Background: an optimization exercise with open tools, aiming at small area, a short achievable clock period and few clock cycles. Do not read the settings as production practice.
Only simulation tests tie the RTL to the original design; equivalence was not proved.

== v6 ==
Design matrix_mult, start of the top module:
module matrix_mult #(parameter DW = 8, m = 8, n = 8)(
    input clk,
    input reset,
    input [DW-1:0] data_in,
    input start,
    output [2*DW-1:0] data_out,
    output reg done
);
  localparam S = 3;
  localparam LAST = 186 + S;
  reg [7:0] cnt;
  wire idle = (cnt == 8'd0) || (cnt == LAST);
  always @(posedge clk) begin
    if (reset)
      cnt <= 8'd0;
    else if (idle)
      cnt <= start ? 8'd1 : 8'd0;
    else
      cnt <= cnt + 8'd1;
  end
  always @(posedge clk) begin
    if (reset)
      done <= 1'b0;
    else
      done <= (cnt >= 122 + S) && (cnt <= 185 + S);
  end
  reg load_a, load_row;
  reg [7:0] load_b;
  wire [6:0] bidx = cnt[6:0] - 7'd1;    
  integer lb;
  always @(posedge clk) begin
    load_a <= (cnt >= 8'd1) && (cnt <= 8'd64);
    load_row <= (cnt[2:0] == 3'd1);
    for (lb = 0; lb < 8; lb = lb + 1)
  ...
Size in the first run: about 2300 cells after synthesis, ~28 I/O pins, ~39000 um^2 of cells after synthesis.
clock: 8.0 ns
lec_check: 0
cap_margin: 20
core_margin: 2
core_utilization: 65
cts_buf_list: sky130_fd_sc_hd__clkbuf_16
cts_cluster_diameter: 80
cts_cluster_size: 25
place_density: 0.75
setup_slack_margin: 5
slew_margin: 20
synth_hierarchical: 1
synth_minimum_keep_size: 0
standard.sh (not shown) runs the stock make flow with config.mk's settings and CLKGATE_MAP_FILE= SYNTH_SCRIPT=/design/flow/synth_recipe.tcl, a recipe that flattens the netlist after the stock synthesis.
==> flow/flow/run.sh <==
#!/bin/bash
set -euo pipefail
sed 's/SETUP_SLACK_MARGIN=[0-9.]*/SETUP_SLACK_MARGIN=5.15/' standard.sh > standard_tight.sh
grep -q 'SETUP_SLACK_MARGIN=5.15' standard_tight.sh
bash standard_tight.sh > standard_tight.log 2>&1
v6 reached the final stage; the timing, design-rule and antenna checks on its layout passed.
Testbench counts of v6, summed over its fixed seeds: cycles 6,056.
Setup changes, v6 to v7
- CORE_UTILIZATION changed from 65 to 70
- PLACE_DENSITY changed from 0.75 to 0.8
- CTS_CLUSTER_SIZE changed from 25 to 30
==> flow/run.sh (new file) <==
#!/bin/bash
# synth_recipe.tcl (not shown) runs the flow's synth.tcl, then flattens the netlist and writes it again
# the make line also repeats each setting of config.mk as NAME=value (left out here)
make -C /OpenROAD-flow-scripts/flow DESIGN_CONFIG=/design/flow/config.mk WORK_HOME=/design/flow/orfs CLKGATE_MAP_FILE= SYNTH_SCRIPT=/design/flow/synth_recipe.tcl finish
removed: flow/flow/run.sh
removed: flow/standard.sh
Notes after the runs:
- v6 was carried through to the last stage, and its layout satisfied the timing, design-rule and antenna checks.
- v7: all stages complete, timing, DRC and antenna checks passed
- Looking at worst setup path startpoint, the arowp[13] result is from v7; the bl[32][6] one comes from v6.
- Compared with v6, v7 shows maximum frequency that has gone down by a few percent.
- met1 track demand over resource was lower in the run labelled v6.
- Flip-flop and latch area of v6 is on par with v7.


Setup of the previous run:
Starting RTL as in the previous note.
clock: 8.0 ns
lec_check: 0
cap_margin: 20
core_margin: 2
core_utilization: 65
cts_buf_list: sky130_fd_sc_hd__clkbuf_8 sky130_fd_sc_hd__clkbuf_16
cts_cluster_diameter: 80
cts_cluster_size: 30
place_density: 0.75
setup_slack_margin: 5
slew_margin: 20
synth_hierarchical: 1
synth_minimum_keep_size: 0
run.sh (not shown) runs the stock make flow with config.mk's settings and CLKGATE_MAP_FILE= SYNTH_SCRIPT=/design/flow/synth_recipe.tcl, a recipe that flattens the netlist after the stock synthesis.
Stock flow here: none of the scripts above is used.
Testbench counts of the previous run, summed over its fixed seeds: cycles 6,056.
Here is what was changed in the inputs of the current run compared with the previous run.
Settings: changing CTS_BUF_LIST from sky130_fd_sc_hd__clkbuf_8 sky130_fd_sc_hd__clkbuf_16 to sky130_fd_sc_hd__clkbuf_16; changing CTS_CLUSTER_SIZE from 30 to 25.
- For the post-CTS resize count, the current run came in 9 lower than the previous run did.
- The current run ended up with met4 as its uppermost layer routed; the previous run ended up with met5.
- The run with more setup slack is the previous run; the current run has less.
- On worst hold slack, the current run does worse than the previous run.
- The current run against the previous run: global-route usage increased by 0.26 points relative to the old numbers; post-synthesis share of cell area spent on full adders, half adders and majority gates closely matched the old numbers; slew at the pin with the worst max-slew slack decreased by 0.0052 ns relative to the old numbers.

==> static timing again, ports no longer ideal <==
Ports are ideal in the flow. The routed layouts listed here were re-timed in OpenROAD.
Step 1 assumes that a clkbuf_16 drives the clock port and a buf_2 every other input.
Step 2, shift: input delay + t, output delay - t, t = (earliest + latest rising clock arrival at the registers) / 2. This alone moves slack from input paths to output paths.
Three values: no drivers, after step 1, after step 2; two values: the first two.
| run | shift t [ns] | slack for setup (ns) | latest minus earliest clock arrival (ns) | worst data-port slew with drivers (ns) | cell pins on the clock port's net |
|---|---|---|---|---|---|
| v6 | 0.720 | 4.908 / 4.908 / 4.866 | 0.080 / 0.080 | 0.06 | 1 |
| v7 | 0.713 | 4.827 / 4.827 / 4.827 | 0.065 / 0.065 | 0.06 | 1 |
| the previous run | 0.708 | 4.988 / 4.988 / 4.931 | 0.062 / 0.061 | 0.06 | 1 |
| the current run | 0.695 | 4.973 / 4.973 / 4.969 | 0.038 / 0.039 | 0.06 | 1 |
After both steps every run listed still meets setup and hold. For the previous run, which loses most, drivers alone change the setup slack by 0.000 ns; drivers and shift together by -0.057 ns.
